Source: an optimization exercise on an open RTL-to-GDS flow (aim: small area). Production flows keep margins and buffers that such runs may drop. In this exercise RTL edits were held to simulation tests only and were not proved equivalent to the original. The clock port is modelled as an ideal driver, which makes a skipped or thinned clock tree look cheaper than it is; a real chip needs a root buffer or a tree.

== run A ==
## clock_24hr
module clock_24hr(clk, rst, tick, sw0, sw1, sw2, sw3, btn0, btn1, btn2, ssd3, ssd2, ssd1, ssd0, alarm_set, leds);
export LEC_CHECK = 0
export ABC_AREA = 1
export CAP_MARGIN = 20
export CORE_MARGIN = 2
export CORE_UTILIZATION = 40
export CTS_BUF_LIST = sky130_fd_sc_hd__clkbuf_8
export SLEW_MARGIN = 20
create_clock -name core_clock -period 600.0 [get_ports {clk}]
standard.sh (not shown) runs the stock make flow with config.mk's settings and CLKGATE_MAP_FILE= SYNTH_SCRIPT=/design/flow/synth_recipe.tcl, a recipe that flattens the netlist after the stock synthesis.
==> flow/flow/run.sh <==
#!/bin/bash
# Own layout flow: the standard synthesis, then the combinational logic between
# the registers re-mapped by ABC for area (registers kept as they are, by name
# and cell), then the standard layout with single-size port buffers.
set -euo pipefail
W=$(pwd)
F=$W/flow
R=$W/orfs/results/$FLOW_PLATFORM/clock_24hr/base
LIB=$FLOW_HOME/platforms/sky130hd/lib/sky130_fd_sc_hd__tt_025C_1v80.lib
YOSYS=$FLOW_HOME/../tools/install/yosys/bin/yosys

# 1. standard synthesis (the standard flow's script, unchanged)
bash standard.sh "$R/1_2_yosys.v" > "$W/1_standard_synth.log" 2>&1
cp "$R/1_2_yosys.v" "$W/standard_1_2_yosys.v"

# 2. re-map the combinational cells; flip-flops stay as black boxes
DONT_USE=""
for c in $(sed -n '/^export DONT_USE_CELLS/,/^$/p' "$FLOW_HOME/platforms/sky130hd/config.mk" | grep -o 'sky130_fd_sc_hd__[a-z0-9_]*'); do
  DONT_USE="$DONT_USE -dont_use $c"
done
cat > "$W/remap.ys" <<EOY
read_liberty -ignore_miss_func $LIB
blackbox sky130_fd_sc_hd__dfxtp_1
read_verilog $W/standard_1_2_yosys.v
hierarchy -top $FLOW_TOP
flatten
opt_clean
tee -o $W/remap_before.txt stat -liberty $LIB
abc -script $F/remap.abc -liberty $LIB $DONT_USE
opt_clean
write_verilog -noattr -nohex -nodec $W/remapped_raw.v
design -reset
read_liberty -lib $LIB
read_verilog $W/remapped_raw.v
hierarchy -top $FLOW_TOP
setundef -zero
splitnets
opt_clean -purge
hilomap -singleton -hicell sky130_fd_sc_hd__conb_1 HI -locell sky130_fd_sc_hd__conb_1 LO
insbuf -buf sky130_fd_sc_hd__buf_1 A X
opt_clean -purge
check -assert -mapped
tee -o $W/remap_after.txt stat -liberty $LIB
write_verilog -noattr -nohex -nodec $W/remapped.v
EOY
"$YOSYS" -s "$W/remap.ys" > "$W/2_remap.log" 2>&1
cp "$W/remapped.v" "$R/1_2_yosys.v"

# 3. the standard placement from the re-mapped netlist, with single-size port buffers
export BUFFER_PORTS_ARGS="-buffer_cell sky130_fd_sc_hd__buf_1"
bash standard.sh place > "$W/3_place.log" 2>&1

# 4. clock buffers in place of CTS
RESULTS=$R CLKBUF=${CLKBUF:-sky130_fd_sc_hd__clkbuf_8} CLKBUF_NX=${CLKBUF_NX:-2} CLKBUF_NY=${CLKBUF_NY:-2} \
  openroad -no_init -exit "$F/clock.tcl" > "$W/4_clock.log" 2>&1
cp "$R/3_place.sdc" "$R/4_cts.sdc"

# 5. the rest of the standard flow
bash standard.sh finish > "$W/5_finish.log" 2>&1
==> flow/flow/clock.tcl <==
# Clock buffering in place of CTS: the flip-flops are split by position into
# CLKBUF_NX x CLKBUF_NY groups, each driven by one CLKBUF cell fed from the
# clock port.
set R $::env(RESULTS)
read_db $R/3_place.odb
set block [ord::get_db_block]
set master [[ord::get_db] findMaster $::env(CLKBUF)]
set clk [$block findNet clk]
set lst {}
foreach it [$clk getITerms] {
  set inst [$it getInst]
  set box [$inst getBBox]
  lappend lst [list [expr {([$box xMin] + [$box xMax]) / 2}] [expr {([$box yMin] + [$box yMax]) / 2}] $it]
}
# CLKBUF_NX strips by x, each split into CLKBUF_NY groups by y
set nx $::env(CLKBUF_NX)
set ny $::env(CLKBUF_NY)
proc chunks {l k} {
  set out {}
  set n [llength $l]
  for {set i 0} {$i < $k} {incr i} {
    lappend out [lrange $l [expr {($i * $n) / $k}] [expr {(($i + 1) * $n) / $k - 1}]]
  }
  return $out
}
set groups {}
foreach strip [chunks [lsort -integer -index 0 $lst] $nx] {
  foreach grp [chunks [lsort -integer -index 1 $strip] $ny] { lappend groups $grp }
}
set g 0
foreach grp $groups {
  if {[llength $grp] == 0} { continue }
  set sx 0; set sy 0
  foreach e $grp { incr sx [lindex $e 0]; incr sy [lindex $e 1] }
  set cx [expr {$sx / [llength $grp]}]
  set cy [expr {$sy / [llength $grp]}]
  set net [odb::dbNet_create $block clknet_$g]
  $net setSigType CLOCK
  set buf [odb::dbInst_create $block $master clkbuf_$g]
  $buf setLocation $cx $cy
  $buf setPlacementStatus PLACED
  foreach e $grp {
    set it [lindex $e 2]
    $it disconnect
    $it connect $net
  }
  [$buf findITerm A] connect $clk
  [$buf findITerm X] connect $net
  puts "clock group $g: [llength $grp] sinks, buffer at $cx $cy"
  incr g
}
global_connect
detailed_placement
check_placement -verbose
write_db $R/4_1_cts.odb
Other scripts of this flow, unchanged in this note and not shown: flow/flow/remap.abc
Run A: flow completed, timing, DRC and antenna clean
Here is what was changed in the inputs of run B compared with run A.
diff --git a/flow/flow/run.sh b/flow/flow/run.sh
--- a/flow/flow/run.sh
+++ b/flow/flow/run.sh
@@ -52,5 +52,5 @@
 
 # 4. clock buffers in place of CTS
-RESULTS=$R CLKBUF=${CLKBUF:-sky130_fd_sc_hd__clkbuf_8} CLKBUF_NX=${CLKBUF_NX:-2} CLKBUF_NY=${CLKBUF_NY:-2} \
+RESULTS=$R CLKBUF=${CLKBUF:-sky130_fd_sc_hd__clkbuf_8} CLKBUF_N=${CLKBUF_N:-3} \
   openroad -no_init -exit "$F/clock.tcl" > "$W/4_clock.log" 2>&1
 cp "$R/3_place.sdc" "$R/4_cts.sdc"
==> flow/flow/clock.tcl <==
# Clock buffering in place of CTS: the flip-flops are split by position into
# CLKBUF_N groups, each driven by one CLKBUF cell fed from the clock port.
set R $::env(RESULTS)
read_db $R/3_place.odb
set block [ord::get_db_block]
set master [[ord::get_db] findMaster $::env(CLKBUF)]
set n $::env(CLKBUF_N)
set clk [$block findNet clk]
set lst {}
foreach it [$clk getITerms] {
  set inst [$it getInst]
  set box [$inst getBBox]
  lappend lst [list [expr {([$box xMin] + [$box xMax]) / 2}] [expr {([$box yMin] + [$box yMax]) / 2}] $it]
}
set lst [lsort -integer -index 0 $lst]
set per [expr {int(ceil([llength $lst] / double($n)))}]
for {set g 0} {$g < $n} {incr g} {
  set grp [lrange $lst [expr {$g * $per}] [expr {($g + 1) * $per - 1}]]
  if {[llength $grp] == 0} { continue }
  set grp [lsort -integer -index 1 $grp]
  set sx 0; set sy 0
  foreach e $grp { incr sx [lindex $e 0]; incr sy [lindex $e 1] }
  set cx [expr {$sx / [llength $grp]}]
  set cy [expr {$sy / [llength $grp]}]
  set net [odb::dbNet_create $block clknet_$g]
  $net setSigType CLOCK
  set buf [odb::dbInst_create $block $master clkbuf_$g]
  $buf setLocation $cx $cy
  $buf setPlacementStatus PLACED
  foreach e $grp {
    set it [lindex $e 2]
    $it disconnect
    $it connect $net
  }
  [$buf findITerm A] connect $clk
  [$buf findITerm X] connect $net
  puts "clock group $g: [llength $grp] sinks, buffer at $cx $cy"
}
global_connect
detailed_placement
check_placement -verbose
write_db $R/4_1_cts.odb
## What came out
Initial standard-cell utilization of the core came out exactly the same in run B and run A. Reported for run B and run A, placed instance count turned out identical to the last digit. Summary of run B over run A: routed length on met3 now sits higher, worst setup slack now sits at about the same level, number of antenna diodes now sits at about the same level. Taking run A as the reference point, the amount of wire on met2 after detailed routing of run B rises by 1.1%. Taking run A as the reference, in run B end-of-flow core utilization has decreased; count of placed standard cells in the final layout, fillers left out did not really move. Register share of the cell area, run B and run A: higher on run B. Reported for run B and run A, flip-flop and latch area turned out identical to the last digit. Of run B and run A, run B shows the lower wire length the detailed router placed on met1, with run A above it.
No run of this note takes its clock network from TritonCTS; it comes from the design's own scripts or RTL.

separate check: timing with driven ports:
The results above use ideal ports. As a check the final layouts listed here were re-extracted and re-timed, cells and wires unchanged. Step 1 (the two cells are an assumption about what drives the block):
set clk [get_ports {clk}]
set_driving_cell -lib_cell sky130_fd_sc_hd__clkbuf_16 $clk
set_driving_cell -lib_cell sky130_fd_sc_hd__buf_2 [delete_from_list [all_inputs] $clk]
Step 2 also shifts input and output timing later by t, the mid clock arrival at the registers, as if the neighbouring blocks saw the same clock. Slacks: no drivers / after step 1 / after step 2; pairs: no drivers / after step 1.
| run | t, ns | slack for setup (ns) | hold WS [ns] | clock arrival spread, ns | pins driven straight from the clock port |
|---|---|---|---|---|---|
| run A | 0.202 | 359.743 / 359.721 / 359.721 | 0.457 / 0.457 / 0.457 | 0.011 / 0.010 | 4 |
| run B | 0.213 | 359.743 / 359.721 / 359.721 | 0.463 / 0.463 / 0.463 | 0.017 / 0.016 | 3 |
After both steps every run listed still meets setup and hold.
